From an optimization exercise on the open Yosys and OpenROAD flow, aimed at small area, a short achievable clock period and few clock cycles; shortcuts taken in it are not production practice.
The RTL was checked by simulation tests, not by an equivalence proof against the original design.
Power and IR drop assume default switching activity.

Design DT, start of the top module:
module DT(
	input 			clk,
	input			reset,
	output	reg		done ,
	output	reg		sti_rd ,
	output	reg 	[9:0]	sti_addr ,
	input		[15:0]	sti_di,
	output	reg		res_wr ,
	output	reg		res_rd ,
	output	reg 	[13:0]	res_addr ,
	output		[7:0]	res_do,
	input		[7:0]	res_di,
	output  reg fwpass_finish
	);
Size: about 840 cells after synthesis, roughly 71 flip-flops, roughly 63 I/O pins.
Settings: LEC_CHECK=0, CAP_MARGIN=20, CORE_MARGIN=2, CORE_UTILIZATION=50, CTS_BUF_LIST=sky130_fd_sc_hd__clkbuf_8, CTS_CLUSTER_SIZE=40, PLACE_DENSITY=0.8, SETUP_SLACK_MARGIN=2.2, SLEW_MARGIN=20; clock period 5.0 ns.
standard.sh (not shown) runs the stock make flow with config.mk's settings and CLKGATE_MAP_FILE= SYNTH_SCRIPT=/design/flow/synth_recipe.tcl, a recipe that flattens the netlist after the stock synthesis.
==> flow/flow/run.sh <==
#!/bin/bash
# The standard layout, with the port buffers made from the smallest buffer cell.
set -euo pipefail
bash standard.sh 'BUFFER_PORTS_ARGS=-buffer_cell sky130_fd_sc_hd__buf_1' finish > layout.log 2>&1
The starting point produced a clean layout.
Testbench counts at the start, summed over its fixed seeds: cycles 587,452.
Next try:
Settings changed: CORE_UTILIZATION 50 to 40, PLACE_DENSITY 0.8 to 0.9.
- cell count came out higher by 3.9%
- design area hardly moves
- routed wire length came out higher by 7.0%

## job 9301
DT again, from the RTL that the note above started with.
Settings: LEC_CHECK=0, CAP_MARGIN=0, CORE_MARGIN=2, CORE_UTILIZATION=40, CTS_BUF_LIST=sky130_fd_sc_hd__clkbuf_8, CTS_CLUSTER_SIZE=40, SETUP_SLACK_MARGIN=2.0, SLEW_MARGIN=0; clock period 5.0 ns.
Scripts as last shown in full above: flow/flow/run.sh
Job 9301 finished every step from synthesis to the final layout, and the layout passed the timing, design-rule and antenna checks.
Testbench counts of job 9301, summed over its fixed seeds: cycles 587,452.
## Diff of input files: job 5151 against job 9301
diff --git a/flow/config.mk b/flow/config.mk
--- a/flow/config.mk
+++ b/flow/config.mk
@@ -7,8 +7,9 @@
 export LEC_CHECK = 0
-export CAP_MARGIN = 0
+export CAP_MARGIN = 20
 export CORE_MARGIN = 2
-export CORE_UTILIZATION = 40
+export CORE_UTILIZATION = 70
 export CTS_BUF_LIST = sky130_fd_sc_hd__clkbuf_8
 export CTS_CLUSTER_SIZE = 40
-export SETUP_SLACK_MARGIN = 2.0
-export SLEW_MARGIN = 0
+export PLACE_DENSITY = 0.8
+export SETUP_SLACK_MARGIN = 2.2
+export SLEW_MARGIN = 20
### Flow results
- Job 5151 reports its worst setup path startpoint as op[0] while job 9301 reports res_di[5].
- Job 9301 → job 5151: hold slack rose by 0.059 ns, number of violations of the max-capacitance limit roughly the same, cell area increased by about 7% relative to the old numbers, number of cells on the critical path now smaller.
Inputs modified between job 5151 and job 4174:
diff --git a/flow/config.mk b/flow/config.mk
--- a/flow/config.mk
+++ b/flow/config.mk
@@ -9,3 +9,3 @@
 export CORE_MARGIN = 2
-export CORE_UTILIZATION = 70
+export CORE_UTILIZATION = 40
 export CTS_BUF_LIST = sky130_fd_sc_hd__clkbuf_8
@@ -13,3 +13,3 @@
 export PLACE_DENSITY = 0.8
-export SETUP_SLACK_MARGIN = 2.2
+export SETUP_SLACK_MARGIN = 2.3
 export SLEW_MARGIN = 20
Results
Taking job 4174 as 1.0, job 5151 lands at 0.76 on width of the die.
Per the comparison of job 4174 with job 5151, internal cell power went down by about 2%, clock-pin slew of the registers on the worst-case setup and hold paths was more or less identical.
When job 4174 is set beside job 5151, its sequential power share turns out to be 1.2 points larger.
Comparing global-route usage for job 4174 and job 5151, the smaller number came from job 4174.
Changes observed in job 4174 relative to job 5151: signed area change from the synthesized netlist to the final layout fell by 1.0 points, number of cells after detailed placement rose by 91, total power fell by about 6%, shortest clock period the worst path allows after layout fell by 0.30 ns.
Job 4174 has completed all stages; timing, DRC and antenna checks passed.
Between job 5151 and job 4174, the flow reports final area decreasing slightly.
Job 5151 vs job 4174, endpoint of the worst setup timing path: rdo[2] vs rdo[4]
Relative to job 4174, the following input files were edited for job 7664:
==> flow/run.sh (new file) <==
#!/bin/bash
# synth_recipe.tcl (not shown) runs the flow's synth.tcl, then flattens the netlist and writes it again
# the make line also repeats each setting of config.mk as NAME=value (left out here)
make -C /OpenROAD-flow-scripts/flow DESIGN_CONFIG=/design/flow/config.mk WORK_HOME=/design/flow/orfs CLKGATE_MAP_FILE= SYNTH_SCRIPT=/design/flow/synth_recipe.tcl finish
diff --git a/flow/config.mk b/flow/config.mk
--- a/flow/config.mk
+++ b/flow/config.mk
@@ -9,7 +9,6 @@
 export CORE_MARGIN = 2
-export CORE_UTILIZATION = 40
+export CORE_UTILIZATION = 65
 export CTS_BUF_LIST = sky130_fd_sc_hd__clkbuf_8
 export CTS_CLUSTER_SIZE = 40
-export PLACE_DENSITY = 0.8
-export SETUP_SLACK_MARGIN = 2.3
+export SETUP_SLACK_MARGIN = 2.0
 export SLEW_MARGIN = 20
removed: flow/flow/run.sh
removed: flow/standard.sh
--- outcome ---
- [compare] base=job 4174 new=job 7664: first-pass GRT wire length level, power consumption moved down, internal power moved down.
- Job 7664 reports a higher number of global-route vias before repair than job 4174 does.
- Job 4174 ended up with in -> async as its path category of the worst min-delay check; job 7664 ended up with reg -> reg.
- [compare] base=job 4174 new=job 7664: peak fanout along the critical path higher; share of the final layout cell area in multi-input gates lower; worst setup slack lower.

== before ==
Starting RTL as in the previous note.
## DT
module DT(
	input 			clk,
	input			reset,
	output	reg		done ,
	output	reg		sti_rd ,
	output	reg 	[9:0]	sti_addr ,
	input		[15:0]	sti_di,
	output	reg		res_wr ,
	output	reg		res_rd ,
	output	reg 	[13:0]	res_addr ,
	output		[7:0]	res_do,
	input		[7:0]	res_di,
	output  reg fwpass_finish
	);
clock: 5.0 ns
lec_check: 0
cap_margin: 20
core_margin: 2
core_utilization: 60
cts_buf_list: sky130_fd_sc_hd__clkbuf_8
cts_cluster_size: 40
place_density: 0.8
setup_slack_margin: 2.2
slew_margin: 20
==> flow/flow/run.sh <==
#!/bin/bash
# The standard layout, with the port buffers made from the smallest buffer cell.
set -euo pipefail
bash standard.sh 'BUFFER_PORTS_ARGS=-buffer_cell sky130_fd_sc_hd__buf_1' finish > layout.log 2>&1
Testbench counts of before, summed over its fixed seeds: cycles 587,452.
[inputs] after vs before
diff --git a/flow/config.mk b/flow/config.mk
--- a/flow/config.mk
+++ b/flow/config.mk
@@ -10 +10 @@
-export CORE_UTILIZATION = 60
+export CORE_UTILIZATION = 40
@@ -12 +12,2 @@
-export CTS_CLUSTER_SIZE = 40
+export CTS_CLUSTER_DIAMETER = 200
+export CTS_CLUSTER_SIZE = 100
==> results.txt <==
Both conditions hold for after: the flow ran to the end and the final layout passed the timing, design-rule and antenna checks.
Re combinational group share of total power: before was lower than after.
Comparing after and before, the lower wire length per cell after detailed routing was measured on after.
Number of global-route vias before repair: after lower than before
after and before ended up with nearly the same final routed wirelength across all metal layers.
Delta (after minus before): least setup slack across all paths after layout lost 0.011 ns, via count neither gained nor lost much.

DT, a different RTL version from the one above (not shown whole).
Size: about 780 cells after synthesis, roughly 64 flip-flops, roughly 63 I/O pins.
Design DT, start of the top module:
module DT(
	input 			clk,
	input			reset,
	output	reg		done ,
	output	reg		sti_rd ,
	output	reg 	[9:0]	sti_addr ,
	input		[15:0]	sti_di,
	output	reg		res_wr ,
	output	reg		res_rd ,
	output	reg 	[13:0]	res_addr ,
	output		[7:0]	res_do,
	input		[7:0]	res_di,
	output  reg fwpass_finish
	);
Settings: LEC_CHECK=0, CAP_MARGIN=20, CORE_MARGIN=2, CORE_UTILIZATION=40, SLEW_MARGIN=20; clock period 5.0 ns.
run.sh (not shown) runs the stock make flow with config.mk's settings and CLKGATE_MAP_FILE= SYNTH_SCRIPT=/design/flow/synth_recipe.tcl, a recipe that flattens the netlist after the stock synthesis.
Stock flow here: none of the scripts above is used.
The baseline finished with timing, DRC and antenna clean.
Testbench counts at the start, summed over its fixed seeds: cycles 583,583.
Next try:
- SETUP_SLACK_MARGIN: unset -> 3.2
- The new run passed the timing, design-rule and antenna checks
- synthesized cell count stays the same
- flip-flop and latch count is unchanged
- maximum frequency came out higher by 32%
- final cell count came out higher by 18%
- clock power came out higher by 8.3%
- final area came out higher by 38%
- utilization came out higher by 18 points
- hold slack is better by 19 ps
- critical path depth came out higher by 1
- sequential power came out lower by about 10%
Next try:
- SETUP_SLACK_MARGIN: 3.2 -> 2.0
After rerunning: Synthesized cell count is unchanged; routed wire length fell by roughly a tenth; worst setup slack is better by 68 ps; clock skew fell by 6.9 ps; cell area drops by roughly a tenth; utilization shrinks by 9.1 points; power came out lower by about a fifth; area after synthesis is unchanged; combinational power went down by about a fifth.
Next try:
- SETUP_SLACK_MARGIN: 2.0 -> 2.6
Worst setup slack got worse by 130 ps; clock power is higher by a little under a tenth; routed wire length is higher by a little under a tenth; sequential share of layout area is lower by 2.2 points; hold slack barely changes; via count is higher by a few percent.

run A:
DT, a different RTL version from the one above (not shown whole).
Size: roughly 63 I/O pins, roughly 6700 um2 of cells after synthesis.
clock: 5.0 ns
lec_check: 0
cap_margin: 20
core_margin: 2
core_utilization: 40
cts_buf_list: sky130_fd_sc_hd__clkbuf_8
cts_cluster_size: 40
setup_slack_margin: 2.0
slew_margin: 20
standard.sh (not shown) runs the stock make flow with config.mk's settings and CLKGATE_MAP_FILE= SYNTH_SCRIPT=/design/flow/synth_recipe.tcl, a recipe that flattens the netlist after the stock synthesis.
Scripts as last shown in full above: flow/flow/run.sh
Testbench counts of run A, summed over its fixed seeds: cycles 587,452.
diff inputs: run A => run B
Settings: SETUP_SLACK_MARGIN changed from 2.0 to 2.2; PLACE_DENSITY newly set to 0.8.
### Flow results
- Run B did not stop at any stage, and its layout met the timing, design-rule and antenna checks.
- In run B, final wirelength is higher than in run A.
- Summary of the comparison: final setup skew is higher in run B, relative to run A.
- Looking at final area, run B sits 370 um2 higher than run A does.
- In run B relative to run A, via count had gone up by a few percent.
- Fraction of final layout cells with drive strength greater than 1 delta for run B relative to run A: 3.8 points higher
- Run B vs run A: power dissipated in the clock network down
- Sort run B and run A by via density per instance desc -> top: run B

port drivers added, routing unchanged:
How much do the figures lean on ideal ports? The routed layouts below were timed once more, with nothing changed but the port constraints.
Step 1 sets driving cells, clkbuf_16 on the clock port and buf_2 on the other inputs (assumed; they add their load-dependent delay and slew).
Step 2 moves the port delays by t, midway between the first and last clock arrival at a register: inputs arrive t later, outputs are due t later. That takes back most of the time a late clock gives input paths.
a / b / c = ideal / step 1 / step 2; a / b = the first two.
run | shift t [ns] | slack for setup (ns) | slew at the worst register clock pin (ns) | pins driven straight from the clock port
the first run of note 1 | 0.408 | 2.188 / 2.188 / 1.798 | 0.08 / 0.08 | 1
the second run of note 1 | 0.403 | 2.159 / 2.168 / 1.764 | 0.08 / 0.08 | 1
job 9301 | 0.417 | 2.026 / 2.045 / 1.628 | 0.09 / 0.09 | 1
job 5151 | 0.408 | 1.853 / 1.853 / 1.578 | 0.10 / 0.10 | 1
job 4174 | 0.407 | 2.153 / 2.166 / 1.759 | 0.08 / 0.08 | 1
job 7664 | 0.396 | 2.036 / 2.046 / 1.651 | 0.09 / 0.09 | 1
before | 0.397 | 2.230 / 2.225 / 1.828 | 0.09 / 0.09 | 1
after | 0.415 | 2.219 / 2.234 / 1.820 | 0.08 / 0.08 | 1
the first run of note 4 | 0.385 | 0.871 / 0.871 / 0.713 | 0.06 / 0.06 | 1
the second run of note 4 | 0.384 | 1.880 / 1.880 / 1.536 | 0.06 / 0.06 | 1
the third run of note 4 | 0.382 | 1.949 / 1.952 / 1.571 | 0.06 / 0.06 | 1
the fourth run of note 4 | 0.390 | 1.819 / 1.832 / 1.442 | 0.06 / 0.06 | 1
run A | 0.403 | 1.892 / 1.892 / 1.610 | 0.07 / 0.07 | 1
run B | 0.389 | 1.947 / 1.947 / 1.628 | 0.08 / 0.08 | 1
After both steps every run listed still meets setup and hold. For before, which loses most, drivers alone change the setup slack by -0.005 ns; drivers and shift together by -0.402 ns.
